From an optimization exercise on the open Yosys and OpenROAD flow, aimed at small area; shortcuts taken in it are not production practice.
At most, simulation tests tie the RTL to the original design; equivalence was not proved.
Only the layout flow was run in runs 1 to 3; the RTL was not checked for function there.
The clock cells of runs 1 to 4, 6 and 7 come from the design's own scripts or RTL, not from TritonCTS.
The clock port is modelled as an ideal driver, which makes a skipped or thinned clock tree look cheaper than it is; a real chip needs a root buffer or a tree.
Power is estimated from default activity; no workload was simulated.

File: flow/flow/run.sh
#!/bin/bash
# Layout flow: the standard synthesis, then the combinational logic of its
# netlist is mapped again for area (the registers are kept as they are), then
# the standard ORFS flow from floorplan to finish.
set -euo pipefail
WORK=$(pwd)
FLOW=$WORK/flow
R=$WORK/orfs/results/$FLOW_PLATFORM/servo_driver/base

bash standard.sh synth > $WORK/std_synth.log 2>&1

cp $R/1_2_yosys.v $WORK/std_netlist.v
bash $FLOW/resynth.sh $WORK/std_netlist.v $WORK/resynth.v > $WORK/resynth.log 2>&1

cp $WORK/resynth.v $R/1_2_yosys.v
touch $R/1_2_yosys.v $R/1_2_yosys.sdc
rm -f $R/1_synth.odb $R/1_synth.sdc

bash standard.sh \
  "BUFFER_PORTS_ARGS=-buffer_cell sky130_fd_sc_hd__buf_1" \
  "PRE_CTS_TCL=$FLOW/clock_leaves.tcl" \
  finish > $WORK/std_finish.log 2>&1
File: flow/flow/abc_p1_a.script
strash; dc2; dch -f; amap; strash; dch -f; amap; topo
File: flow/flow/abc_p1_b.script
strash; balance -l; resub -K 6 -l; rewrite -l; resub -K 6 -N 2 -l; refactor -l; resub -K 8 -l; balance -l; resub -K 8 -N 2 -l; rewrite -l; resub -K 10 -l; rewrite -z -l; resub -K 10 -N 2 -l; balance -l; resub -K 12 -l; refactor -z -l; resub -K 12 -N 2 -l; rewrite -z -l; balance -l; balance -l; resub -K 6 -l; rewrite -l; resub -K 6 -N 2 -l; refactor -l; resub -K 8 -l; balance -l; resub -K 8 -N 2 -l; rewrite -l; resub -K 10 -l; rewrite -z -l; resub -K 10 -N 2 -l; balance -l; resub -K 12 -l; refactor -z -l; resub -K 12 -N 2 -l; rewrite -z -l; balance -l; balance -l; resub -K 6 -l; rewrite -l; resub -K 6 -N 2 -l; refactor -l; resub -K 8 -l; balance -l; resub -K 8 -N 2 -l; rewrite -l; resub -K 10 -l; rewrite -z -l; resub -K 10 -N 2 -l; balance -l; resub -K 12 -l; refactor -z -l; resub -K 12 -N 2 -l; rewrite -z -l; balance -l; dch -f; amap; strash; dch -f; amap; topo
File: flow/flow/abc_p1_ds1.script
strash; &get -n; &deepsyn -I 1 -J 200 -S 1; &put; dch -f; amap; strash; dch -f; amap; strash; dch -f; amap; topo
File: flow/flow/abc_p1_ds2.script
strash; &get -n; &deepsyn -I 1 -J 200 -S 2; &put; dch -f; amap; strash; dch -f; amap; strash; dch -f; amap; topo
File: flow/flow/abc_p1_ds3.script
strash; &get -n; &deepsyn -I 1 -J 200 -S 3; &put; dch -f; amap; strash; dch -f; amap; strash; dch -f; amap; topo
File: flow/flow/abc_p1_ds4.script
strash; &get -n; &deepsyn -I 1 -J 200 -S 4; &put; dch -f; amap; strash; dch -f; amap; strash; dch -f; amap; topo
File: flow/flow/abc_p2_ds5.script
strash; &get -n; &deepsyn -I 1 -J 200 -S 5; &put; dch -f; amap; strash; dch -f; amap; strash; dch -f; amap; topo
File: flow/flow/abc_p2_ds6.script
strash; &get -n; &deepsyn -I 1 -J 200 -S 6; &put; dch -f; amap; strash; dch -f; amap; strash; dch -f; amap; topo
File: flow/flow/abc_p2_ds7.script
strash; &get -n; &deepsyn -I 1 -J 200 -S 7; &put; dch -f; amap; strash; dch -f; amap; strash; dch -f; amap; topo
File: flow/flow/abc_p2_ds8.script
strash; &get -n; &deepsyn -I 1 -J 200 -S 8; &put; dch -f; amap; strash; dch -f; amap; strash; dch -f; amap; topo
File: flow/flow/abc_p3_ds10.script
strash; &get -n; &deepsyn -I 1 -J 200 -S 10; &put; dch -f; amap; strash; dch -f; amap; strash; dch -f; amap; topo
File: flow/flow/abc_p3_ds11.script
strash; &get -n; &deepsyn -I 1 -J 200 -S 11; &put; dch -f; amap; strash; dch -f; amap; strash; dch -f; amap; topo
File: flow/flow/abc_p3_ds12.script
strash; &get -n; &deepsyn -I 1 -J 200 -S 12; &put; dch -f; amap; strash; dch -f; amap; strash; dch -f; amap; topo
File: flow/flow/abc_p3_ds9.script
strash; &get -n; &deepsyn -I 1 -J 200 -S 9; &put; dch -f; amap; strash; dch -f; amap; strash; dch -f; amap; topo
File: flow/flow/clock_leaves.tcl
# PRE_CTS_TCL hook: a one-level clock tree. The clock port drives K leaf
# clock buffers, each placed at the centre of a group of flip-flops (k-means
# on their positions). K is the smallest from 2 to 4 whose worst estimated
# flip-flop clock slew stays under SLEW_LIMIT. TritonCTS is then not run
# (clock_tree_synthesis becomes a no-op); the rest of cts.tcl (placement
# legalisation, timing repair) runs as usual.

set leaf_cell sky130_fd_sc_hd__clkbuf_8
set slew_limit 0.110

proc leaves_kmeans { sinks k } {
  set n [llength $sinks]
  set cs {}
  for {set i 0} {$i < $k} {incr i} {
    set s [lindex $sinks [expr {int(($i + 0.5) * $n / $k)}]]
    lappend cs [list [lindex $s 1] [lindex $s 2]]
  }
  set asg {}
  for {set iter 0} {$iter < 50} {incr iter} {
    set sx {}; set sy {}; set cnt {}
    for {set i 0} {$i < $k} {incr i} { lappend sx 0; lappend sy 0; lappend cnt 0 }
    set asg {}
    foreach s $sinks {
      set best 0; set bd 1e30
      for {set i 0} {$i < $k} {incr i} {
        set c [lindex $cs $i]
        set d [expr {abs([lindex $s 1]-[lindex $c 0]) + abs([lindex $s 2]-[lindex $c 1])}]
        if {$d < $bd} { set bd $d; set best $i }
      }
      lappend asg $best
      lset sx $best [expr {[lindex $sx $best] + [lindex $s 1]}]
      lset sy $best [expr {[lindex $sy $best] + [lindex $s 2]}]
      lset cnt $best [expr {[lindex $cnt $best] + 1}]
    }
    for {set i 0} {$i < $k} {incr i} {
      if {[lindex $cnt $i] > 0} {
        lset cs $i [list [expr {[lindex $sx $i] / [lindex $cnt $i]}] [expr {[lindex $sy $i] / [lindex $cnt $i]}]]
      }
    }
  }
  return [list $cs $asg]
}

proc leaves_insert { cell k } {
  set block [ord::get_db_block]
  set master [[ord::get_db] findMaster $cell]
  set clknet [$block findNet clk]
  set sinks {}
  foreach it [$clknet getITerms] {
    set b [[$it getInst] getBBox]
    lappend sinks [list $it [expr {([$b xMin]+[$b xMax])/2.0}] [expr {([$b yMin]+[$b yMax])/2.0}]]
  }
  set sinks [lsort -real -index 1 $sinks]
  lassign [leaves_kmeans $sinks $k] cs asg
  set made {}
  for {set i 0} {$i < $k} {incr i} {
    set inst [odb::dbInst_create $block $master clkleaf_$i]
    set net [odb::dbNet_create $block clk_leaf_$i]
    $net setSigType CLOCK
    [$inst findITerm A] connect $clknet
    [$inst findITerm X] connect $net
    set c [lindex $cs $i]
    $inst setLocation [expr {int([lindex $c 0])}] [expr {int([lindex $c 1])}]
    $inst setPlacementStatus PLACED
    set leafnet($i) $net
    lappend made [list $inst $net]
  }
  foreach s $sinks a $asg {
    set it [lindex $s 0]
    $it disconnect
    $it connect $leafnet($a)
  }
  return [list $made $sinks]
}

proc leaves_remove { made sinks } {
  set block [ord::get_db_block]
  set clknet [$block findNet clk]
  foreach s $sinks {
    set it [lindex $s 0]
    $it disconnect
    $it connect $clknet
  }
  foreach m $made {
    lassign $m inst net
    odb::dbInst_destroy $inst
    odb::dbNet_destroy $net
  }
}

proc leaves_worst_slew { } {
  set worst 0
  foreach p [get_pins -hierarchical */CLK] {
    set s [get_property $p slew_max]
    if {$s > $worst} { set worst $s }
  }
  return $worst
}

set_propagated_clock [all_clocks]
for {set k 2} {$k <= 4} {incr k} {
  lassign [leaves_insert $leaf_cell $k] made sinks
  estimate_parasitics -placement
  set w [leaves_worst_slew]
  puts "clock leaves: $k x $leaf_cell, worst estimated clock pin slew $w"
  if {$w <= $slew_limit || $k == 4} { break }
  leaves_remove $made $sinks
}

rename clock_tree_synthesis my_flow_unused_clock_tree_synthesis
proc clock_tree_synthesis { args } {
  puts "clock tree already built by the PRE_CTS_TCL hook"
  set_propagated_clock [all_clocks]
}
File: flow/flow/resynth.sh
#!/bin/bash
# usage: resynth.sh in.v out.v
# Maps the combinational logic of a mapped netlist again for area. Each pass
# runs its ABC scripts (abc_pN_*.script) side by side on the best netlist so
# far and keeps the smallest result. Flip-flop cells are kept as black
# boxes, so every register keeps its instance name and cell type.
set -uo pipefail
IN=$1; OUT=$2
FLOW=$(cd $(dirname $0) && pwd)
LIB=$FLOW_HOME/platforms/sky130hd/lib/sky130_fd_sc_hd__tt_025C_1v80.lib
TMP=$(dirname $OUT)/resynth_tmp
mkdir -p $TMP
cur=$IN; cura=""
for pass in 1 2 3; do
  for s in $FLOW/abc_p${pass}_*.script; do
    n=$(basename $s .script)
    cat > $TMP/$n.ys <<EOT
read_liberty -ignore_miss_func $LIB
read_verilog $cur
blackbox sky130_fd_sc_hd__df* sky130_fd_sc_hd__edf* sky130_fd_sc_hd__sdf* sky130_fd_sc_hd__sedf* sky130_fd_sc_hd__dl*
hierarchy -top $FLOW_TOP
flatten
opt_clean
techmap
opt -fast -purge
abc -liberty $LIB -dont_use *probe* -dont_use *lpflow* -script $s
opt_clean -purge
hilomap -singleton -hicell sky130_fd_sc_hd__conb_1 HI -locell sky130_fd_sc_hd__conb_1 LO
splitnets
opt_clean -purge
tee -o $TMP/$n.stat stat -liberty $LIB
write_verilog -noattr -noexpr -nohex -nodec $TMP/$n.v
EOT
    yosys -l $TMP/$n.log -q $TMP/$n.ys > /dev/null 2>&1 &
  done
  wait
  for s in $FLOW/abc_p${pass}_*.script; do
    n=$(basename $s .script)
    if [[ -f $TMP/$n.stat && -f $TMP/$n.v ]]; then
      a=$(grep "Chip area for module" $TMP/$n.stat | tail -1 | awk '{print $NF}')
      echo "pass $pass $n: $a"
      if [[ -z "$cura" ]] || python3 -c "import sys; sys.exit(0 if $a < $cura else 1)"; then
        cur=$TMP/$n.v; cura=$a
      fi
    else
      echo "pass $pass $n: failed"
    fi
  done
  echo "after pass $pass: $cur $cura"
done
cp $cur $OUT
File: flow/standard.sh
#!/bin/bash
# synth_recipe.tcl (not shown) runs the flow's synth.tcl, then flattens the netlist and writes it again
# the make line also repeats each setting of config.mk as NAME=value (left out here)
make -C /OpenROAD-flow-scripts/flow DESIGN_CONFIG=/design/flow/config.mk WORK_HOME=/design/flow/orfs CLKGATE_MAP_FILE= SYNTH_SCRIPT=/design/flow/synth_recipe.tcl "${@:-finish}"
File: flow/config.mk
export PLATFORM = sky130hd
export DESIGN_NAME = servo_driver
export DESIGN_NICKNAME = servo_driver
export VERILOG_FILES = /design/flow/design.v
export SDC_FILE = /design/flow/constraint.sdc
export NUM_CORES = 4
export LEC_CHECK = 0
export CAP_MARGIN = 20
export CORE_MARGIN = 2
export CORE_UTILIZATION = 40
export SLEW_MARGIN = 20
File: flow/constraint.sdc
create_clock -name core_clock -period 25.0 [get_ports {clk}]
set_input_delay 5.0000 -clock core_clock [delete_from_list [all_inputs] [get_ports {clk}]]
set_output_delay 5.0000 -clock core_clock [all_outputs]
set_load 0.01 [all_outputs]
File: flow/design.v
module bit_scaler(
d,
y
);
input      [7:0]d;
output    [16:0]y;
wire     [351:0]ta = {22'd3037162, 22'd2948813, 22'd2860482, 22'd2772133, 22'd2683784, 22'd2595435, 22'd2507105, 22'd2418755, 22'd2330406, 22'd2242057, 22'd2153708, 22'd2065377, 22'd1977028, 22'd1888679, 22'd1800330, 22'd1712000};
wire     [351:0]tb = {22'd82838, 22'd77308, 22'd71796, 22'd66267, 22'd60755, 22'd55225, 22'd49695, 22'd44184, 22'd38654, 22'd33143, 22'd27613, 22'd22101, 22'd16572, 22'd11060, 22'd5530, 22'd0};
wire      [21:0]a = ta[d[7:4]*22 +: 22];
wire      [21:0]b = tb[d[3:0]*22 +: 22];
wire      [22:0]c;
wire      [21:0]s;
assign c[0] = 1'b0;
genvar i;
generate for (i = 0; i < 22; i = i + 1) begin : rc
  assign s[i]   = a[i] ^ b[i] ^ c[i];
  assign c[i+1] = (a[i] & b[i]) | (c[i] & (a[i] ^ b[i]));
end endgenerate
assign y = s[21:5];
endmodule
module pwm_signal(
clk,
rst,
position,
load,
pwm_out,
low_byte
);
input           clk;
input           rst;
input      [7:0]position;
input           load;
output reg      pwm_out;
output     [7:0]low_byte;        
localparam [20:0] FRAME_LAST = 21'h10C8DF;  
reg        [7:0]pos;             
reg       [20:0]_time;           
wire      [21:0]_time_next = _time + 1'b1;
wire      [16:0]pulse_length;
wire            wrap = &(_time | ~FRAME_LAST);
bit_scaler bs(.d(pos), .y(pulse_length));
assign low_byte = pulse_length[7:0];
always @(posedge clk) begin
  if (rst)       pos <= 8'd0;
  else if (load) pos <= position;
end
always @(posedge clk) begin
  if (rst || wrap) _time <= 21'd0;
  else             _time <= _time_next[20:0];
end
always @(posedge clk) begin
  if (rst)                                pwm_out <= 1'b0;
  else if (wrap)                          pwm_out <= 1'b1;
  else if (_time_next >= pulse_length)    pwm_out <= 1'b0;
end
endmodule
module servo_driver(
clk,
rst,
pulse_request,
pwm_out,
rdy_in,
akn_in_out,
addr,
tap
);
input           clk;
input           rst;             
input      [7:0]pulse_request;
input           rdy_in;
input      [7:0]addr;
output          pwm_out;
output          akn_in_out;
output     [7:0]tap;
parameter LOCAL_ADDR = 8'H1;
reg             send_data;       
reg             send_akn;        
reg        [2:0]seq;             
reg        [7:0]data_n;          
wire            idle  = ~seq[2] & ~seq[0];
wire            save  = ~seq[1] &  seq[0];
wire            send2 =  seq[1] & ~seq[0];
wire            send3 =  seq[2] & ~seq[1];
wire            step  = idle ? send_data : (save ? send_akn : 1'b1);
assign akn_in_out = send_akn;
always @(posedge clk) begin
  if (rst) begin
    send_data <= 1'b0;
    send_akn  <= 1'b0;
    seq       <= 3'b000;
  end else begin
    if (send_data) begin
      if (save) begin
        send_data <= 1'b0;
        send_akn  <= 1'b1;
      end
    end else if (send_akn) begin
      if (~rdy_in) send_akn <= 1'b0;
    end else if (rdy_in && (addr == LOCAL_ADDR)) begin
      send_data <= 1'b1;
    end
    if (step) seq <= {seq[1:0], ~seq[2]};
  end
end
wire       [7:0]low_byte;
always @(posedge clk) begin
  if (idle)       data_n <= ~pulse_request;
  else if (send2) data_n <= ~low_byte;
end
pwm_signal PWM1(
  .clk(clk),
  .rst(rst),
  .position(~data_n),
  .load(send2),
  .pwm_out(pwm_out),
  .low_byte(low_byte)
);
assign tap = send3 ? ~data_n : low_byte;
endmodule
==> flow_summary.toml, run 1 <==
[outcome]
status = "no timing/DRC/antenna violations"

[routing]
drtIter0Drc = 166
drc = 0
drtPass1Iterations = 5
ant_nets = 0
routed-wl-met3_um = 329
post_drt_wl_per_cell_um = 12.7
top_layer = "met4"
avgViaCountPerCell = 5.31
via_count = 2741
wl_met2_um = 2830
drt_wl_total_um = 6530
drt-met1-wl_um = 3280

[clock_network]
clk_pin_slew_worst_paths_ps = 90
insertion_delay_ps = 150
cts_resized = 0
postCtsSetupBuffers = 0
cts_hold_buf = 0

[sta]
setup_tns_ps = 0
tightestPinTransition_ps = 707
rsz0062_at_grt = "false"
period_needed_ps = 9570
slew_headroom_pct = 51.7
finalCritPeriodShare_pct = 38.3
timing.fmax_mhz = 104
finalSetupViolCount = 0
slew_viol_final = 0
clock_skew_ps = 23.1
hold_violations = 0

[yosys]
avgSynthCellArea_um2 = 6.48
syn-instance-count = 405
syn-cell-area_mm2 = 0.00263
synth_nets = 424
yosys_warnings = 2

[die]
coreArea_mm2 = 0.00635
core.rowCount = 29
fp.dieArea_mm2 = 0.00723
die_h_um = 85.0
die_x_um = 85.0
start_util_pct = 41.4
io_pins = 29

[final_layout]
syn2layout_area_growth_pct = 10.3
seq_area_um2 = 941
final_cell_mix = "112 x nor2_1, 48 x clkinv_1, 48 x o21ai_0"
nets = 460
drive_gt1_share_pct = 1.37
layout_commonest_cell = "nor2_1"
num-fill-cells = 658
diodes = 0
instances_no_fill = 516
multiInputGateArea_mm2 = 0.00151

[worst_setup_path]
endpoint_kind = "output pin"
cp.arrival_ps = 4570
critPathKind = "register to output pin"
crit_fanout = 7
cp-start-kind = "register"
crit_required_ps = 20000

[placement]
post-dp-hpwl_um = 5260
dp_cells = 512
io_buffers = 28
globalplace.congestion = 0.950

[worst_hold_path]
hold_class = "register to register"

[grt]
grt_overflow = 0
track_usage_pct = 18.7
antenna_found_initial = 0
grt_pass1_vias = 2511
grt_max_degree = 17
grt_pass1_wl_um = 11500

[power_and_ir_drop]
power_uw = 174
power.leakage_uw = 0.000971
ir_worst_vdd_mv = 0.0343
cellPowerDensity_mw_per_mm2 = 60.1

[flow_run]
cap_violations = 0
metal layers:
layer	vias up	track usage, %
met5	-	0
met4	0	2.60
met3	10	1.26
met2	67	30.6
met1	1177	27.8
li1	1487	-
sequential cells by signal (all words and copies together), names as in the netlist:
name,cells
send_data,1
PWM1.pos,8
send_akn,1
data_n,8
seq,3
PWM1._time,21
PWM1.pwm_out,1
worst max-delay path: stages, from the launching register on:
cell,delay (ps)
dfxtp_1,370
clkinv_1,200
nor2_1,330
nor2_1,100
a2111oi_0,690
a21oi_1,150
a2111oi_0,260
o21ai_0,150
a222oi_1,230
nor2_1,100
nor2_1,130
a21oi_1,70
nor2_1,160
a21oi_1,80
o22ai_1,170
nand2_1,90
nand2_1,100
o21ai_0,130
o21ai_0,220
nand2_1,90
nand2_1,80
o21ai_0,160
o22ai_1,180
buf_1,190
where the power goes:
| group | switching (uW) | internal, uW | total, uW |
|---|---|---|---|
| combinational | 42.2 | 20.3 | 62.5 |
| clock | 18.1 | 14.6 | 32.7 |
| sequential | 3.58 | 75.3 | 78.9 |
layout make-up:
type                       count  share of cell area (%)
buffer                         4                    1.90
inverter                      48                    6.22
multi-input combinational    314                    51.9
sequential                    43                    32.5
tap                           77                    3.32
timing repair buffer          30                    4.15
path summary, 6_finish.rpt:
kind,from,end,slack (ps),cells after the start
max reg2reg,PWM1.pos[1]$_SDFFE_PP0P_,PWM1.pwm_out$_SDFFE_PP0P_,18310,44
max,PWM1.pos[1]$_SDFFE_PP0P_,tap[7],15430,23
min,PWM1._time[0]$_SDFF_PP0_,PWM1._time[0]$_SDFF_PP0_,450,1
min reg2reg,PWM1._time[0]$_SDFF_PP0_,PWM1._time[0]$_SDFF_PP0_,450,1
through the flow:
step / cell area [um2] / setup WS [ps] / utilization [%] / hold WS, ps
final: 2900 / 15430 / 45.6 / 445
after global routing: 2900 / 14900 / 45.6 / 477
after CTS: 2900 / 15520 / 45.6 / 452
after detailed placement: 2840 / 15690 / 44.8 / 437
after global placement: 2830 / 15860 / 44.5 / 432
after floorplan: 2630 / 16320 / - / 417
==> run 2, diff against run 1 <==
--- a/flow/design.v
+++ b/flow/design.v
@@ -5,17 +5,59 @@
 input      [7:0]d;
 output    [16:0]y;
-wire     [351:0]ta = {22'd3037162, 22'd2948813, 22'd2860482, 22'd2772133, 22'd2683784, 22'd2595435, 22'd2507105, 22'd2418755, 22'd2330406, 22'd2242057, 22'd2153708, 22'd2065377, 22'd1977028, 22'd1888679, 22'd1800330, 22'd1712000};
-wire     [351:0]tb = {22'd82838, 22'd77308, 22'd71796, 22'd66267, 22'd60755, 22'd55225, 22'd49695, 22'd44184, 22'd38654, 22'd33143, 22'd27613, 22'd22101, 22'd16572, 22'd11060, 22'd5530, 22'd0};
-wire      [21:0]a = ta[d[7:4]*22 +: 22];
-wire      [21:0]b = tb[d[3:0]*22 +: 22];
-wire      [22:0]c;
-wire      [21:0]s;
+wire      [15:0]hsel = 16'd1 << d[7:4];
+wire      [15:0]lsel = 16'd1 << d[3:0];
+wire      [20:0]a;
+wire      [20:0]b;
+assign a[0] = |(hsel & 16'h5754);
+assign a[1] = |(hsel & 16'hA586);
+assign a[2] = |(hsel & 16'h50AC);
+assign a[3] = |(hsel & 16'hCC62);
+assign a[4] = |(hsel & 16'h96B4);
+assign a[5] = |(hsel & 16'hE738);
+assign a[6] = |(hsel & 16'h07C0);
+assign a[7] = |(hsel & 16'h52AA);
+assign a[8] = |(hsel & 16'h64CC);
+assign a[9] = |(hsel & 16'h78F0);
+assign a[10] = |(hsel & 16'hD5AA);
+assign a[11] = |(hsel & 16'hCC66);
+assign a[12] = |(hsel & 16'h96B4);
+assign a[13] = |(hsel & 16'h4D92);
+assign a[14] = |(hsel & 16'h6924);
+assign a[15] = |(hsel & 16'h2492);
+assign a[16] = |(hsel & 16'h4924);
+assign a[17] = |(hsel & 16'h8E38);
+assign a[18] = |(hsel & 16'h0FC0);
+assign a[19] = |(hsel & 16'hF000);
+assign a[20] = |(hsel & 16'h0000);
+assign b[0] = |(lsel & 16'h1E70);
+assign b[1] = |(lsel & 16'h9AC2);
+assign b[2] = |(lsel & 16'hE2FC);
+assign b[3] = |(lsel & 16'h57AA);
+assign b[4] = |(lsel & 16'h64CC);
+assign b[5] = |(lsel & 16'h78F0);
+assign b[6] = |(lsel & 16'h2A55);
+assign b[7] = |(lsel & 16'hE633);
+assign b[8] = |(lsel & 16'hB4A5);
+assign b[9] = |(lsel & 16'h6D93);
+assign b[10] = |(lsel & 16'h4925);
+assign b[11] = |(lsel & 16'h2493);
+assign b[12] = |(lsel & 16'hB6DA);
+assign b[13] = |(lsel & 16'hC71C);
+assign b[14] = |(lsel & 16'h07E0);
+assign b[15] = |(lsel & 16'hF800);
+assign b[16] = |(lsel & 16'hFFFF);
+assign b[17] = |(lsel & 16'h0000);
+assign b[18] = |(lsel & 16'hFFFF);
+assign b[19] = |(lsel & 16'hFFFF);
+assign b[20] = |(lsel & 16'h0000);
+wire      [21:0]c;
+wire      [20:0]s;
 assign c[0] = 1'b0;
 genvar i;
-generate for (i = 0; i < 22; i = i + 1) begin : rc
+generate for (i = 0; i < 21; i = i + 1) begin : rc
   assign s[i]   = a[i] ^ b[i] ^ c[i];
   assign c[i+1] = (a[i] & b[i]) | (c[i] & (a[i] ^ b[i]));
 end endgenerate
-assign y = s[21:5];
+assign y = s[20:4];
 endmodule
 module pwm_signal(
@@ -36,6 +78,21 @@
 reg        [7:0]pos;             
 reg       [20:0]_time;           
-wire      [21:0]_time_next = _time + 1'b1;
+wire      [20:0]_time_next;       
+wire      [21:0]inc_c;
+wire            pulse_end;         
 wire      [16:0]pulse_length;
+assign inc_c[0] = 1'b1;
+genvar i;
+generate for (i = 0; i < 21; i = i + 1) begin : inc
+  assign _time_next[i] = _time[i] ^ inc_c[i];
+  assign inc_c[i+1]    = _time[i] & inc_c[i];
+end endgenerate
+wire      [17:0]ge;
+assign ge[0] = 1'b1;
+generate for (i = 0; i < 17; i = i + 1) begin : cmp
+  assign ge[i+1] = (_time_next[i] & ~pulse_length[i]) |
+                   (~(_time_next[i] ^ pulse_length[i]) & ge[i]);
+end endgenerate
+assign pulse_end = ge[17] | (|_time_next[20:17]) | inc_c[21];
 wire            wrap = &(_time | ~FRAME_LAST);
 bit_scaler bs(.d(pos), .y(pulse_length));
@@ -47,10 +104,10 @@
 always @(posedge clk) begin
   if (rst || wrap) _time <= 21'd0;
-  else             _time <= _time_next[20:0];
+  else             _time <= _time_next;
 end
 always @(posedge clk) begin
   if (rst)                                pwm_out <= 1'b0;
   else if (wrap)                          pwm_out <= 1'b1;
-  else if (_time_next >= pulse_length)    pwm_out <= 1'b0;
+  else if (pulse_end)                     pwm_out <= 1'b0;
 end
 endmodule
==> flow_summary.toml, run 2 <==
[routing]
drtIter0Drc = 181
drtPass1Iterations = 4
ant_nets = 0
drt_wl_total_um = 6580
via_count = 2653
avgViaCountPerCell = 5.34
drc = 0
post_drt_wl_per_cell_um = 13.2

[sta]
clock_skew_ps = 59.4
finalSetupViolCount = 0
hold_ws_ps = 476
finalCritPeriodShare_pct = 39.0
hold_violations = 0
timing.fmax_mhz = 103
period_needed_ps = 9750
setup_tns_ps = 0
rsz0062_at_grt = "false"
slew_headroom_pct = 31.1
slew_viol_final = 0
tightestPinTransition_ps = 1020

[die]
die_x_um = 84.3
coreArea_mm2 = 0.00628
core.rowCount = 29
die_h_um = 84.3
io_pins = 29
fp.dieArea_mm2 = 0.00710
start_util_pct = 41.0

[grt]
grt_pass1_vias = 2436
grt_max_degree = 20
grt_pass1_wl_um = 11200
antenna_found_initial = 0
track_usage_pct = 18.5
grt_overflow = 0

[worst_hold_path]
worst_hold_path.endpoint = "PWM1._time[0]$_SDFF_PP0_"
hold_start = "PWM1._time[0]$_SDFF_PP0_"
hold_depth = 1
hold_class = "register to register"

[final_layout]
regMostFlops = "PWM1._time"
num-fill-cells = 659
layout_commonest_cell = "nor2_1"
largest_register_ffs = 21
diodes = 0
drive_gt1_share_pct = 0.952
final_cell_mix = "94 x nor2_1, 43 x clkinv_1, 42 x o21ai_0, 42 x nand2_1, 35 x dfxtp_1"
syn2layout_area_growth_pct = 9.96
instances_no_fill = 497
reg.largest.list = "PWM1._time (21), PWM1.pos (8), data_n (8)"
nets = 441

[yosys]
syn-cell-area_mm2 = 0.00258
synth_nets = 407
syn-instance-count = 388
yosys_warnings = 2
avgSynthCellArea_um2 = 6.64

[flow_run]
cap_violations = 0

[power_and_ir_drop]
ir_worst_vdd_mv = 0.0397
power.leakage_uw = 0.000980
cellPowerDensity_mw_per_mm2 = 61.5

[worst_setup_path]
timing.rr.start = "PWM1.pos[6]$_SDFFE_PP0P_"
critPathKind = "register to output pin"
r2r-end = "PWM1.pwm_out$_SDFFE_PP0P_"
worstSetupStartpoint = "PWM1.pos[6]$_SDFFE_PP0P_"
crit_required_ps = 20000
cp.arrival_ps = 4750
cp-start-kind = "register"
endpoint_kind = "output pin"
crit_fanout = 9
ff2ff_path_depth = 41
reg2reg_slack_ps = 18300

[clock_network]
postCtsSetupBuffers = 0
cts_hold_buf = 0
clk_pin_slew_worst_paths_ps = 120
cts_resized = 0
insertion_delay_ps = 170

[placement]
dp_cells = 493
io_buffers = 28
post-dp-hpwl_um = 5310
globalplace.congestion = 0.880

[outcome]
status = "no timing/DRC/antenna violations"
-- run 2: final cells by class --
type | count | area, um2 | share of cell area [%]
sequential | 43 | 941 | 33.2
buffer | 4 | 55.1 | 1.94
multi-input combinational | 302 | 1470 | 52.0
inverter | 43 | 161 | 5.70
tap | 77 | 96.3 | 3.40
timing repair buffer | 28 | 105 | 3.71
-- run 2: worst max path at each step --
stage                     cells after the start  slack (ps)     end
after floorplan                              22       16220  tap[7]
after detailed placement                     23       15470  tap[7]
after global routing                         25       14560  tap[7]
after CTS                                    23       15300  tap[7]
final                                        23       15250  tap[7]
after global placement                       23       15540  tap[7]
-- run 2: critical path, stage by stage, from the launching register on --
cell      delay (ps)
dfxtp_1          480
clkinv_1         180
nor2_1           280
nor2_1           160
a221oi_1         410
or2_0            180
o211ai_1         130
o21ai_0          370
o21ai_0          200
o22ai_1          180
nand2_1           90
nand2_1           90
nand2_1           60
and2_0           180
a21oi_1          210
a21oi_1          130
o21ai_0          220
nor2_1            80
a21oi_1          210
nor2_1            60
a21oi_1          320
nor2_1            70
a21oi_1          140
buf_1            170
-- run 2: routing by layer --
metal  up-vias  routed length (um)  global-route usage, %
met5         -                   0                      0
met4         0                 106                   2.79
met2        48                2980                   31.8
met1      1154                3290                   26.0
met3         8                 203                   1.18
li1       1443                   -                      -
-- run 2: per-stage QoR --
step           power, uW  utilization [%]  worst slack, ps  cell area [um2]
2_1_floorplan        124                -            16220             2580
3_3_place_gp         143             44.2            15540             2780
3_5_place_dp         143             44.2            15470             2780
4_1_cts              176             45.1            15300             2830
5_1_grt              188             45.1            14560             2830
6_report             174             45.1            15250             2830
-- run 2: power by group --
group	leakage (uW)	switching (uW)	internal, uW	total [uW]
Combinational	0.000584	44.3	20.2	64.5
Clock	0.0000288	17.3	14.6	31.9
Sequential	0.000367	3.12	74.6	77.7
==> run 3, diff against run 2 <==
--- a/flow/design.v
+++ b/flow/design.v
@@ -29,5 +29,5 @@
 assign a[18] = |(hsel & 16'h0FC0);
 assign a[19] = |(hsel & 16'hF000);
-assign a[20] = |(hsel & 16'h0000);
+assign a[20] = 1'b0;
 assign b[0] = |(lsel & 16'h1E70);
 assign b[1] = |(lsel & 16'h9AC2);
@@ -46,9 +46,9 @@
 assign b[14] = |(lsel & 16'h07E0);
 assign b[15] = |(lsel & 16'hF800);
-assign b[16] = |(lsel & 16'hFFFF);
-assign b[17] = |(lsel & 16'h0000);
-assign b[18] = |(lsel & 16'hFFFF);
-assign b[19] = |(lsel & 16'hFFFF);
-assign b[20] = |(lsel & 16'h0000);
+assign b[16] = 1'b1;
+assign b[17] = 1'b0;
+assign b[18] = 1'b1;
+assign b[19] = 1'b1;
+assign b[20] = 1'b0;
 wire      [21:0]c;
 wire      [20:0]s;
==> flow/flow/abc_p4_ds13.script (new file) <==
strash; &get -n; &deepsyn -I 1 -J 200 -S 13; &put; dch -f; amap; strash; dch -f; amap; strash; dch -f; amap; topo
==> flow/flow/abc_p4_ds14.script (new file) <==
strash; &get -n; &deepsyn -I 1 -J 200 -S 14; &put; dch -f; amap; strash; dch -f; amap; strash; dch -f; amap; topo
==> flow/flow/abc_p4_ds15.script (new file) <==
strash; &get -n; &deepsyn -I 1 -J 200 -S 15; &put; dch -f; amap; strash; dch -f; amap; strash; dch -f; amap; topo
==> flow/flow/abc_p4_ds16.script (new file) <==
strash; &get -n; &deepsyn -I 1 -J 200 -S 16; &put; dch -f; amap; strash; dch -f; amap; strash; dch -f; amap; topo
==> flow/flow/abc_p5_ds17.script (new file) <==
strash; &get -n; &deepsyn -I 1 -J 200 -S 17; &put; dch -f; amap; strash; dch -f; amap; strash; dch -f; amap; topo
==> flow/flow/abc_p5_ds18.script (new file) <==
strash; &get -n; &deepsyn -I 1 -J 200 -S 18; &put; dch -f; amap; strash; dch -f; amap; strash; dch -f; amap; topo
==> flow/flow/abc_p5_ds19.script (new file) <==
strash; &get -n; &deepsyn -I 1 -J 200 -S 19; &put; dch -f; amap; strash; dch -f; amap; strash; dch -f; amap; topo
==> flow/flow/abc_p5_ds20.script (new file) <==
strash; &get -n; &deepsyn -I 1 -J 200 -S 20; &put; dch -f; amap; strash; dch -f; amap; strash; dch -f; amap; topo
--- a/flow/flow/resynth.sh
+++ b/flow/flow/resynth.sh
@@ -12,5 +12,5 @@
 mkdir -p $TMP
 cur=$IN; cura=""
-for pass in 1 2 3; do
+for pass in 1 2 3 4 5; do
   for s in $FLOW/abc_p${pass}_*.script; do
     n=$(basename $s .script)
==> flow_summary.toml, run 3 <==
[outcome]
status = "no timing/DRC/antenna violations"

[worst_hold_path]
hold_depth = 1
hold_class = "register to register"

[sta]
slew_viol_final = 0
rsz0062_at_grt = "false"
tightestPinTransition_ps = 778
finalCritPeriodShare_pct = 38.9
hold_ws_ps = 456
finalSetupViolCount = 0
hold_violations = 0
period_needed_ps = 9720
clock_skew_ps = 30.1
setup_tns_ps = 0
slew_headroom_pct = 47.6
timing.fmax_mhz = 103

[final_layout]
layout_commonest_cell = "nor2_1"
syn2layout_area_growth_pct = 10.1
largest_register_ffs = 21
final_cell_mix = "95 x nor2_1, 46 x o21ai_0, 40 x nand2_1"
drive_gt1_share_pct = 1.19
reg.largest.list = "PWM1._time (21), PWM1.pos (8), data_n (8)"
diodes = 0
regMostFlops = "PWM1._time"
nets = 440

[die]
coreArea_mm2 = 0.00631
die_h_um = 84.4
io_pins = 29
die_x_um = 84.4
fp.dieArea_mm2 = 0.00713
core.rowCount = 29
start_util_pct = 41.0

[yosys]
syn-instance-count = 386
avgSynthCellArea_um2 = 6.70
syn-cell-area_mm2 = 0.00259
yosys_warnings = 2
synth_nets = 405

[worst_setup_path]
endpoint_kind = "output pin"
critPathKind = "register to output pin"
cp_top_family = "compound AO/OA/AOI/OAI gates"
cp.arrival_ps = 4720
ff2ff_path_depth = 42
crit_fanout = 9
path_buf_inv = 4
slowest_delay_ps = 400
cp.depth = 28
crit_required_ps = 20000
cp-start-kind = "register"
slowest_stage = "dfxtp_1"

[routing]
avgViaCountPerCell = 5.47
via_count = 2713
drtPass1Iterations = 4
ant_nets = 0
drt_wl_total_um = 6730
drtIter0Drc = 143
post_drt_wl_per_cell_um = 13.6
drc = 0

[placement]
globalplace.congestion = 0.912
io_buffers = 28
post-dp-hpwl_um = 5370

[grt]
antenna_found_initial = 0
grt_overflow = 0
grt_pass1_wl_um = 11000
grt_pass1_vias = 2370
track_usage_pct = 18.3
grt_max_degree = 18

[power_and_ir_drop]
ir_worst_vdd_mv = 0.0308
cellPowerDensity_mw_per_mm2 = 61.4
power.leakage_uw = 0.000974

[clock_network]
postCtsSetupBuffers = 0
cts_resized = 0
clk_pin_slew_worst_paths_ps = 80
cts_hold_buf = 0
insertion_delay_ps = 150

[flow_run]
cap_violations = 0
==> run 3: worst register-to-register path: cells and delay by family (launching register included) <==
kind | cells | cell delay [ps]
buf+inv | 3 | 590
simple gates | 19 | 2250
flops | 1 | 400
compound gates | 20 | 3730
==> run 3: area by class of cell <==
class | instances | area, um2
tap | 77 | 96.3
sequential | 43 | 941
multi-input combinational | 305 | 1500
inverter | 38 | 143
buffer | 4 | 55.1
timing repair buffer | 29 | 110
fill | 709 | 3460
==> run 3: where the power goes <==
part	switching (uW)	leakage [uW]	internal (uW)
Sequential	3.52	0.000368	75.0
Clock	17.5	0.0000288	14.6
Combinational	43.3	0.000577	21.0
Total	64.3	0.000974	111
==> run 3: per-stage QoR <==
step / utilization, % / instances / total power, uW / area (um2) / worst slack, ps
2_1_floorplan: - / 386 / 125 / 2590 / 16140
3_5_place_dp: 44.2 / 491 / 144 / 2790 / 15510
3_3_place_gp: 44.2 / 491 / 144 / 2790 / 15660
6_report: 45.1 / 496 / 175 / 2850 / 15280
5_1_grt: 45.1 / 496 / 186 / 2850 / 14560
4_1_cts: 45.0 / 495 / 175 / 2840 / 15330
==> run 3: worst paths after layout <==
check             slack, ps                   endpoint                      from
setup / recovery      15280                     tap[7]  PWM1.pos[2]$_SDFFE_PP0P_
hold / removal          460   PWM1._time[0]$_SDFF_PP0_  PWM1._time[0]$_SDFF_PP0_
setup reg to reg      18020  PWM1.pwm_out$_SDFFE_PP0P_  PWM1.pos[2]$_SDFFE_PP0P_
hold reg to reg         460   PWM1._time[0]$_SDFF_PP0_  PWM1._time[0]$_SDFF_PP0_
==> run 3: metal layers <==
metal  vias to the layer above  wire [um]  global-route usage (%)
met3                        10        198                    1.67
met4                         0        121                    3.46
met5                         -          0                       0
met2                        41       3020                    30.7
li1                       1453          -                       -
met1                      1209       3380                    26.0
==> run 4, diff against run 3 <==
==> flow/design.v (replaced) <==
module bit_scaler(
d,
y
);
input      [7:0]d;
output    [16:0]y;
wire     [335:0]ta = {21'd662586, 21'd618413, 21'd574242, 21'd530069, 21'd485896, 21'd441723, 21'd397553, 21'd353379, 21'd309206, 21'd265033, 21'd220860, 21'd176689, 21'd132516, 21'd88343, 21'd44170, 21'd0};
wire     [335:0]tb = {21'd897414, 21'd894652, 21'd891892, 21'd889131, 21'd886371, 21'd883609, 21'd880847, 21'd878088, 21'd875326, 21'd872567, 21'd869805, 21'd867045, 21'd864284, 21'd861524, 21'd858762, 21'd856000};
wire      [20:0]a = ta[d[7:4]*21 +: 21];
wire      [20:0]b = tb[d[3:0]*21 +: 21];
wire      [21:0]c;
wire      [20:0]s;
assign c[0] = 1'b0;
genvar i;
generate for (i = 0; i < 21; i = i + 1) begin : rc
  assign s[i]   = a[i] ^ b[i] ^ c[i];
  assign c[i+1] = (a[i] & b[i]) | (c[i] & (a[i] ^ b[i]));
end endgenerate
assign y = s[20:4];
endmodule
module pwm_signal(
clk,
rst,
position,
load,
pwm_out,
low_byte
);
input           clk;
input           rst;
input      [7:0]position;
input           load;
output reg      pwm_out;
output     [7:0]low_byte;        
localparam [20:0] FRAME_LAST = 21'h10C8DF;  
reg        [7:0]pos;             
reg       [20:0]_time;           
wire      [21:0]_time_next = _time + 1'b1;
wire      [16:0]pulse_length;
wire            wrap = &(_time | ~FRAME_LAST);
bit_scaler bs(.d(pos), .y(pulse_length));
assign low_byte = pulse_length[7:0];
always @(posedge clk) begin
  if (rst)       pos <= 8'd0;
  else if (load) pos <= position;
end
always @(posedge clk) begin
  if (rst || wrap) _time <= 21'd0;
  else             _time <= _time_next[20:0];
end
always @(posedge clk) begin
  if (rst)                                pwm_out <= 1'b0;
  else if (wrap)                          pwm_out <= 1'b1;
  else if (_time_next >= pulse_length)    pwm_out <= 1'b0;
end
endmodule
module servo_driver(
clk,
rst,
pulse_request,
pwm_out,
rdy_in,
akn_in_out,
addr,
tap
);
input           clk;
input           rst;             
input      [7:0]pulse_request;
input           rdy_in;
input      [7:0]addr;
output          pwm_out;
output          akn_in_out;
output     [7:0]tap;
parameter LOCAL_ADDR = 8'H1;
reg             send_data;       
reg             send_akn;        
reg        [2:0]seq;             
reg        [7:0]data_n;          
wire            idle  = ~seq[2] & ~seq[0];
wire            save  = ~seq[1] &  seq[0];
wire            send2 =  seq[1] & ~seq[0];
wire            send3 =  seq[2] & ~seq[1];
wire            step  = idle ? send_data : (save ? send_akn : 1'b1);
assign akn_in_out = send_akn;
always @(posedge clk) begin
  if (rst) begin
    send_data <= 1'b0;
    send_akn  <= 1'b0;
    seq       <= 3'b000;
  end else begin
    if (send_data) begin
      if (save) begin
        send_data <= 1'b0;
        send_akn  <= 1'b1;
      end
    end else if (send_akn) begin
      if (~rdy_in) send_akn <= 1'b0;
    end else if (rdy_in && (addr == LOCAL_ADDR)) begin
      send_data <= 1'b1;
    end
    if (step) seq <= {seq[1:0], ~seq[2]};
  end
end
wire       [7:0]low_byte;
always @(posedge clk) begin
  if (idle)       data_n <= ~pulse_request;
  else if (send2) data_n <= ~low_byte;
end
pwm_signal PWM1(
  .clk(clk),
  .rst(rst),
  .position(~data_n),
  .load(send2),
  .pwm_out(pwm_out),
  .low_byte(low_byte)
);
assign tap = send3 ? ~data_n : low_byte;
endmodule
--- a/flow/flow/run.sh
+++ b/flow/flow/run.sh
@@ -2,5 +2,7 @@
 # Layout flow: the standard synthesis, then the combinational logic of its
 # netlist is mapped again for area (the registers are kept as they are), then
-# the standard ORFS flow from floorplan to finish.
+# the standard ORFS flow from floorplan to finish, with minimum-size port
+# buffers and a one-level clock tree (flow/clock_leaves.tcl; TritonCTS with
+# flow/cts_args.txt if that tree cannot meet the slew limit).
 set -euo pipefail
 WORK=$(pwd)
@@ -20,3 +22,4 @@
   "BUFFER_PORTS_ARGS=-buffer_cell sky130_fd_sc_hd__buf_1" \
   "PRE_CTS_TCL=$FLOW/clock_leaves.tcl" \
+  "CTS_ARGS=$(cat $FLOW/cts_args.txt)" \
   finish > $WORK/std_finish.log 2>&1
--- a/flow/flow/clock_leaves.tcl
+++ b/flow/flow/clock_leaves.tcl
@@ -2,7 +2,8 @@
 # clock buffers, each placed at the centre of a group of flip-flops (k-means
 # on their positions). K is the smallest from 2 to 4 whose worst estimated
-# flip-flop clock slew stays under SLEW_LIMIT. TritonCTS is then not run
+# flip-flop clock slew stays under slew_limit. TritonCTS is then not run
 # (clock_tree_synthesis becomes a no-op); the rest of cts.tcl (placement
-# legalisation, timing repair) runs as usual.
+# legalisation, timing repair) runs as usual. If no K meets the limit, the
+# leaves are taken out again and TritonCTS builds the tree as usual.
 
 set leaf_cell sky130_fd_sc_hd__clkbuf_8
@@ -99,4 +100,5 @@
 
 set_propagated_clock [all_clocks]
+set leaves_done 0
 for {set k 2} {$k <= 4} {incr k} {
   lassign [leaves_insert $leaf_cell $k] made sinks
@@ -104,11 +106,17 @@
   set w [leaves_worst_slew]
   puts "clock leaves: $k x $leaf_cell, worst estimated clock pin slew $w"
-  if {$w <= $slew_limit || $k == 4} { break }
+  if {$w <= $slew_limit} { set leaves_done 1; break }
   leaves_remove $made $sinks
 }
 
-rename clock_tree_synthesis my_flow_unused_clock_tree_synthesis
-proc clock_tree_synthesis { args } {
-  puts "clock tree already built by the PRE_CTS_TCL hook"
+if {$leaves_done} {
   set_propagated_clock [all_clocks]
+  rename clock_tree_synthesis my_flow_unused_clock_tree_synthesis
+  proc clock_tree_synthesis { args } {
+    puts "clock tree already built by the PRE_CTS_TCL hook"
+    set_propagated_clock [all_clocks]
+  }
+} else {
+  unset_propagated_clock [all_clocks]
+  puts "clock leaves: no leaf count meets the slew limit, TritonCTS builds the tree"
 }
==> flow/flow/cts_args.txt (new file) <==
-sink_clustering_enable -repair_clock_nets -buf_list sky130_fd_sc_hd__clkbuf_8 -root_buf sky130_fd_sc_hd__clkbuf_8 -dont_use_dummy_load
==> flow_summary.toml, run 4 <==
[worst_setup_path]
timing.rr.start = "PWM1.pos[4]$_SDFFE_PP0P_"
reg2reg_slack_ps = 18920
slowest_stage = "dfxtp_1"
critPathKind = "register to output pin"
cp-start-kind = "register"
ff2ff_path_depth = 39
crit_path_frequent_cell = "nor2_1"
crit_required_ps = 20000
crit_fanout = 9
cp.arrival_ps = 4410
slowest_delay_ps = 440
r2r-end = "PWM1.pwm_out$_SDFFE_PP0P_"
endpoint_kind = "output pin"

[grt]
grt_max_degree = 16
track_usage_pct = 19.1
grt_overflow = 0
antenna_found_initial = 0
grt_pass1_vias = 2589
grt_pass1_wl_um = 11700

[worst_hold_path]
hold_class = "register to register"
hold_start = "PWM1._time[0]$_SDFF_PP0_"
hold_depth = 1
worst_hold_path.endpoint = "PWM1._time[0]$_SDFF_PP0_"

[sta]
slew_headroom_pct = 42.6
finalCritPeriodShare_pct = 37.6
setup_tns_ps = 0
rsz0062_at_grt = "false"
tightestPinTransition_ps = 858
timing.fmax_mhz = 106
clock_skew_ps = 10.5
period_needed_ps = 9410
slew_viol_final = 0
hold_violations = 0
finalSetupViolCount = 0

[placement]
globalplace.congestion = 0.967
post-dp-hpwl_um = 5330
io_buffers = 28

[die]
start_util_pct = 41.0
io_pins = 29
die_x_um = 84.3
fp.dieArea_mm2 = 0.00710
die_h_um = 84.3
core.rowCount = 29
coreArea_mm2 = 0.00628

[power_and_ir_drop]
cellPowerDensity_mw_per_mm2 = 36.9
power.leakage_uw = 0.000898
ir_worst_vdd_mv = 0.0323

[flow_run]
cap_violations = 0

[clock_network]
cts_resized = 0
clk_pin_slew_worst_paths_ps = 100
postCtsSetupBuffers = 0
insertion_delay_ps = 150
cts_hold_buf = 0

[routing]
via_count = 2787
avgViaCountPerCell = 5.70
post_drt_wl_per_cell_um = 13.6
drt_wl_total_um = 6660
drc = 0
drtPass1Iterations = 5
drtIter0Drc = 126
ant_nets = 0

[final_layout]
regMostFlops = "PWM1._time"
finish.utilization_pct = 45.0
syn2layout_area_growth_pct = 9.71
diodes = 0
reg.largest.list = "PWM1._time (21), PWM1.pos (8), data_n (8)"
largest_register_ffs = 21
nets = 433
layout_commonest_cell = "nor2_1"
drive_gt1_share_pct = 0.971
final_cell_mix = "78 x nor2_1, 44 x clkinv_1, 43 x nand2_1, 43 x o21ai_0, 35 x dfxtp_1"

[yosys]
synth_nets = 399
avgSynthCellArea_um2 = 6.78
syn-cell-area_mm2 = 0.00258
syn-instance-count = 380
yosys_warnings = 2

[outcome]
status = "no timing/DRC/antenna violations"
[run 4: area by class of cell]
cell class                 count  area [um2]
buffer                         3        41.3
fill                         665        3450
inverter                      44         165
multi-input combinational    293        1470
sequential                    43         941
tap                           77        96.3
timing repair buffer          29         113
[run 4: how the worst max path moves through the flow]
stage,from,to,slack (ps),depth (start not counted)
final,PWM1.pos[1]$_SDFFE_PP0P_,tap[7],15590,26
after global routing,PWM1.pos[1]$_SDFFE_PP0P_,tap[7],14930,26
after CTS,PWM1.pos[1]$_SDFFE_PP0P_,tap[7],15650,26
after detailed placement,PWM1.pos[1]$_SDFFE_PP0P_,tap[7],15870,26
after global placement,PWM1.pos[1]$_SDFFE_PP0P_,tap[7],15900,27
after floorplan,PWM1.pos[4]$_SDFFE_PP0P_,tap[7],16620,24
[run 4: metrics by stage]
| stage | std cells | hold slack (ps) | instance area [um2] | setup WS, ps | power, uW |
|---|---|---|---|---|---|
| after floorplan | 380 | 401 | 2580 | 16620 | 75.4 |
| after global placement | 486 | 408 | 2790 | 15900 | 77.4 |
| after detailed placement | 486 | 417 | 2790 | 15870 | 77.4 |
| after CTS | 489 | 430 | 2830 | 15650 | 105 |
| after global routing | 489 | 441 | 2830 | 14930 | 109 |
| final | 489 | 423 | 2830 | 15590 | 104 |
[run 4: critical path, delay by kind of cell, from the launching register on]
| kind | cells | cell delay, ps |
|---|---|---|
| AND/OR/NAND/NOR | 11 | 1230 |
| buffers and inverters | 4 | 670 |
| flip-flops | 1 | 440 |
| AO/OA/AOI/OAI | 11 | 1890 |
[run 4: per-layer routing]
metal	GRT usage [%]	up-vias	share of wire, %
li1	-	1441	-
met1	25.9	1232	47
met2	33.1	94	44
met3	1.28	20	5.4
met4	4.55	0	2.9
met5	0	-	0
[run 4: power by group]
group | leakage, uW | internal [uW] | switching, uW
sequential | 0.000367 | 71.5 | 0.707
combinational | 0.000509 | 1.42 | 2.09
clock | 0.0000216 | 11.1 | 17.4
==> run 5, diff against run 4 <==
--- a/flow/config.mk
+++ b/flow/config.mk
@@ -8,4 +8,5 @@
 export CAP_MARGIN = 20
 export CORE_MARGIN = 2
-export CORE_UTILIZATION = 40
+export CORE_UTILIZATION = 80
+export PLACE_DENSITY = 0.88
 export SLEW_MARGIN = 20
==> flow_summary.toml, run 5 <==
[outcome]
status = "stopped before the end"
lastStage = "global placement without I/O"
error = "[ERROR GPL-0301] Utilization 101.531 % exceeds 100%."

[die]
start_util_pct = 84.4
core.rowCount = 20
die_h_um = 60.7
die_x_um = 60.7

[yosys]
syn-instance-count = 380
avgSynthCellArea_um2 = 6.78
synth_nets = 399
syn-cell-area_mm2 = 0.00258
yosys_warnings = 2
==> run 6, diff against run 5 <==
--- a/flow/config.mk
+++ b/flow/config.mk
@@ -8,5 +8,5 @@
 export CAP_MARGIN = 20
 export CORE_MARGIN = 2
-export CORE_UTILIZATION = 80
-export PLACE_DENSITY = 0.88
+export CORE_UTILIZATION = 65
+export PLACE_DENSITY = 0.75
 export SLEW_MARGIN = 20
==> flow_summary.toml, run 6 <==
[outcome]
status = "no timing/DRC/antenna violations"

[clock_network]
cts_resized = 0
clk_pin_slew_worst_paths_ps = 100
cts_hold_buf = 0
postCtsSetupBuffers = 0
insertion_delay_ps = 160

[final_layout]
nets = 432
diodes = 0
final_area_mm2 = 0.00278
seq_area_um2 = 941
num-fill-cells = 315
final_cell_mix = "78 x nor2_1, 44 x clkinv_1, 43 x nand2_1, 43 x o21ai_0, 35 x dfxtp_1"
regMostFlops = "PWM1._time"
reg.largest.list = "PWM1._time (21), PWM1.pos (8), data_n (8)"
multiInputGateArea_mm2 = 0.00147
drive_gt1_share_pct = 0.730
syn2layout_area_growth_pct = 8.01
layout_commonest_cell = "nor2_1"
largest_register_ffs = 21

[flow_run]
cap_violations = 0

[worst_hold_path]
hold_class = "register to register"
hold_start = "PWM1._time[0]$_SDFF_PP0_"

[grt]
grt_pass1_vias = 2426
use_met3_pct = 1.69
met2_usage_pct = 52.6
busiest_layer = "met2"
use_met1_pct = 39.8
grt_pass1_wl_um = 10500
grt_overflow = 0
antenna_found_initial = 0
track_usage_pct = 29.7
grt_max_degree = 18

[sta]
slew_viol_final = 0
tightestPinTransition_ps = 851
rsz0062_at_grt = "false"
slew_headroom_pct = 43.1
clock_skew_ps = 15.6
timing.fmax_mhz = 106
finalSetupViolCount = 0
period_needed_ps = 9480
setup_tns_ps = 0
hold_violations = 0
finalCritPeriodShare_pct = 37.9

[routing]
drtIter0Drc = 253
drc = 0
drt_wl_total_um = 6460
via_count = 2833
ant_nets = 0
post_drt_wl_per_cell_um = 14.1
avgViaCountPerCell = 6.17
drtPass1Iterations = 7

[worst_setup_path]
crit_fanout = 10
worstSetupStartpoint = "PWM1.pos[3]$_SDFFE_PP0P_"
timing.rr.start = "PWM1.pos[4]$_SDFFE_PP0P_"
cp.arrival_ps = 4480
crit_required_ps = 20000
critPathKind = "register to output pin"
cp-start-kind = "register"
endpoint_kind = "output pin"

[die]
die_x_um = 67.0
start_util_pct = 68.8
fp.dieArea_mm2 = 0.00448
die_h_um = 67.0
coreArea_mm2 = 0.00374
core.rowCount = 22
io_pins = 29

[yosys]
avgSynthCellArea_um2 = 6.78
yosys_warnings = 2
synth_nets = 399
syn-instance-count = 380
syn-cell-area_mm2 = 0.00258

[placement]
post-dp-hpwl_um = 4990
io_buffers = 28
globalplace.congestion = 0.918
dpl_cell_area_mm2 = 0.00274

[power_and_ir_drop]
cellPowerDensity_mw_per_mm2 = 37.3
power_uw = 104
ir_worst_vdd_mv = 0.0519
power.leakage_uw = 0.000892
## run 6: critical path, stage by stage (launching register included)
cell and delay [ps]:
dfxtp_1 430, clkinv_1 300, nor2_1 270, clkinv_1 120, nor2_1 170, clkinv_1 120
o21ai_0 180, o21ai_0 180, a221oi_1 240, a2111oi_0 110, a21oi_1 170, nor2_1 80
a21oi_1 200, o22ai_1 110, nand2_1 110, nand2_1 70, nand2_1 70, nand2_1 70
nor2_1 140, o22ai_1 100, nor2_1 150, nor2_1 70, nand2_1 70, o21ai_0 100
o21ai_0 370, o22ai_1 160, buf_1 170
## run 6: worst paths after layout
path	end	slack, ps	cells past startpoint
min reg2reg	PWM1._time[0]$_SDFF_PP0_	450	1
max reg2reg	PWM1.pwm_out$_SDFFE_PP0P_	18960	39
min	PWM1._time[0]$_SDFF_PP0_	450	1
max	tap[7]	15520	26
## run 6: cell type report
class | count | area share [%]
multi-input combinational | 293 | 52.8
buffer | 3 | 1.48
inverter | 44 | 5.94
tap | 48 | 2.16
sequential | 43 | 33.8
timing repair buffer | 28 | 3.78
## run 6: report_power, final
part | internal [uW] | leakage (uW) | switching (uW)
clock | 11.1 | 0.0000216 | 16.9
sequential | 71.5 | 0.000367 | 0.756
combinational | 1.42 | 0.000504 | 2.07
total | 84.0 | 0.000892 | 19.7
## run 6: metal layers
layer	routed length (um)	part of all wire [%]	vias to the layer above
met1	2820	44	1263
li1	-	-	1437
met4	129	2.0	0
met3	429	6.6	15
met2	3090	48	118
met5	0	0	-
## run 6: stage by stage
| step | utilization, % | setup WS, ps | cells | hold WS, ps |
|---|---|---|---|---|
| final | 74.3 | 15520 | 459 | 447 |
| after global routing | 74.3 | 15000 | 459 | 470 |
| after CTS | 74.3 | 15660 | 459 | 451 |
| after detailed placement | 73.2 | 15850 | 456 | 428 |
| after global placement | 73.2 | 15980 | 456 | 409 |
| after floorplan | - | 16620 | 380 | 401 |
==> run 7, diff against run 6 <==
--- a/flow/config.mk
+++ b/flow/config.mk
@@ -8,5 +8,5 @@
 export CAP_MARGIN = 20
 export CORE_MARGIN = 2
-export CORE_UTILIZATION = 65
-export PLACE_DENSITY = 0.75
+export CORE_UTILIZATION = 72
+export PLACE_DENSITY = 0.82
 export SLEW_MARGIN = 20
==> flow_summary.toml, run 7 <==
[final_layout]
final_cell_mix = "78 x nor2_1, 44 x clkinv_1, 43 x nand2_1, 43 x o21ai_0, 35 x dfxtp_1"
diodes = 0
syn2layout_area_growth_pct = 7.92
drive_gt1_share_pct = 0.730
layout_commonest_cell = "nor2_1"
reg.largest.list = "PWM1._time (21), PWM1.pos (8), data_n (8)"
num-fill-cells = 254
nets = 432
largest_register_ffs = 21
regMostFlops = "PWM1._time"

[routing]
wl_met2_um = 3280
drc = 0
top_layer = "met4"
routed-wl-met3_um = 458
avgViaCountPerCell = 6.42
post_drt_wl_per_cell_um = 14.8
via_count = 2935
drt_wl_total_um = 6750
drtIter0Drc = 498
drtPass1Iterations = 5
drt-met1-wl_um = 2820
ant_nets = 0

[sta]
layout_setup_ws_ps = 15540
finalCritPeriodShare_pct = 37.8
timing.fmax_mhz = 106
period_needed_ps = 9460
tightestPinTransition_ps = 811
rsz0062_at_grt = "false"
finalSetupViolCount = 0
slew_viol_final = 0
hold_violations = 0
setup_tns_ps = 0
slew_headroom_pct = 45.8
clock_skew_ps = 21.5

[power_and_ir_drop]
power.switching_uw = 20.2
cellPowerDensity_mw_per_mm2 = 37.5
netSwitchingFraction_pct = 19.4
power_uw = 104
p_int_uw = 84.0
p_comb_share_pct = 3.4
power.leakage_uw = 0.000892
p_seq_share_pct = 69.3
clkPwrFrac_pct = 27.2
ir_worst_vdd_mv = 0.0489

[clock_network]
insertion_delay_ps = 160
cts_hold_buf = 0
postCtsSetupBuffers = 0
clk_pin_slew_worst_paths_ps = 100
cts_resized = 0

[yosys]
avgSynthCellArea_um2 = 6.78
syn-instance-count = 380
synth_nets = 399
yosys_warnings = 2
syn-cell-area_mm2 = 0.00258

[worst_setup_path]
crit_required_ps = 20000
timing.rr.start = "PWM1.pos[4]$_SDFFE_PP0P_"
worstSetupStartpoint = "PWM1.pos[1]$_SDFFE_PP0P_"
endpoint_kind = "output pin"
cp.arrival_ps = 4460
cp-start-kind = "register"
crit_fanout = 9
critPathKind = "register to output pin"

[flow_run]
cap_violations = 0

[die]
start_util_pct = 76.0
die_h_um = 63.8
core.rowCount = 21
io_pins = 29
coreArea_mm2 = 0.00339
die_x_um = 63.8
fp.dieArea_mm2 = 0.00407

[grt]
grt_overflow = 0
grt_pass1_vias = 2701
track_usage_pct = 34.9
antenna_found_initial = 0
grt_max_degree = 20
grt_pass1_wl_um = 11700

[worst_hold_path]
hold_start = "PWM1._time[0]$_SDFF_PP0_"
hold_class = "register to register"

[outcome]
status = "no timing/DRC/antenna violations"

[placement]
io_buffers = 28
globalplace.congestion = 1.02
post-place-ws_ps = 15870
post-dp-hpwl_um = 5220
## run 7: final cells by class
cell class,instances,area [um2],share of cell area (%)
timing repair buffer,28,105,3.78
multi-input combinational,293,1470,52.9
tap,46,57.6,2.07
sequential,43,941,33.8
buffer,3,41.3,1.49
inverter,44,165,5.94
## run 7: path summary, 6_finish.rpt
check,slack [ps],endpoint,cells past startpoint
min reg2reg,420,PWM1._time[0]$_SDFF_PP0_,1
min,420,PWM1._time[0]$_SDFF_PP0_,1
max,15540,tap[7],26
max reg2reg,18790,PWM1.pwm_out$_SDFFE_PP0P_,39
## run 7: through the flow
step	hold slack [ps]	area (um2)	utilization [%]	cells
floorplan	401	2580	-	380
global placement	409	2740	80.8	454
detailed placement	410	2740	80.8	454
CTS	425	2780	82.0	457
global route	439	2780	82.0	457
finish	424	2780	82.0	457
## run 7: per-layer routing
metal  vias to the layer above  global-route usage (%)
met4                         0                    9.51
li1                       1437                       -
met3                        26                    2.29
met2                       137                    63.4
met1                      1335                    44.6
met5                         -                       0
## run 7: worst max-delay path, stage by stage (launching register included)
cell,delay [ps]
dfxtp_1,430
clkinv_1,270
nor2_1,250
clkinv_1,120
nor2_1,140
clkinv_1,130
o21ai_0,180
o21ai_0,160
a221oi_1,230
a2111oi_0,100
a21oi_1,180
nor2_1,80
a21oi_1,210
o22ai_1,120
nand2_1,110
nand2_1,70
nand2_1,80
nand2_1,70
nor2_1,140
o22ai_1,100
nor2_1,150
nor2_1,70
nand2_1,70
o21ai_0,110
o21ai_0,380
o22ai_1,190
buf_1,180
## run 7: power by group through the flow
stage,logic (uW),clock network [uW],registers [uW]
6_report,3.60,28.4,72.3
5_1_grt,4.01,30.9,72.4
4_1_cts,3.54,28.4,72.2
3_5_place_dp,3.52,0,73.8
3_3_place_gp,3.32,0,73.8
2_1_floorplan,1.81,0,73.6

==> what the ideal ports hide <==
The flow's constraints put no driver on any port. The routed layouts listed below were extracted and timed again, unchanged, in two steps. Step 1: set_driving_cell puts a clkbuf_16 on clk and a buf_2 on each other input, an assumption about the parent block. Step 2 moves the port delays by t, midway between the first and last clock arrival at a register: inputs arrive t later, outputs are due t later. That takes back most of the time a late clock gives input paths. Three values: ideal, step 1, step 2; two values: the first two.
run | t (ns) | setup slack, ns | slew at the worst register clock pin (ns) | worst data-port slew with drivers (ns)
run 1 | 0.200 | 15.429 / 15.370 / 15.569 | 0.09 / 0.09 | 0.03
run 2 | 0.197 | 15.247 / 15.194 / 15.390 | 0.12 / 0.12 | 0.03
run 3 | 0.199 | 15.278 / 15.216 / 15.415 | 0.09 / 0.09 | 0.04
run 4 | 0.198 | 15.591 / 15.542 / 15.739 | 0.10 / 0.10 | 0.04
run 6 | 0.195 | 15.523 / 15.476 / 15.671 | 0.10 / 0.10 | 0.03
run 7 | 0.194 | 15.538 / 15.491 / 15.685 | 0.10 / 0.10 | 0.04
After both steps setup and hold are still met in every run listed.
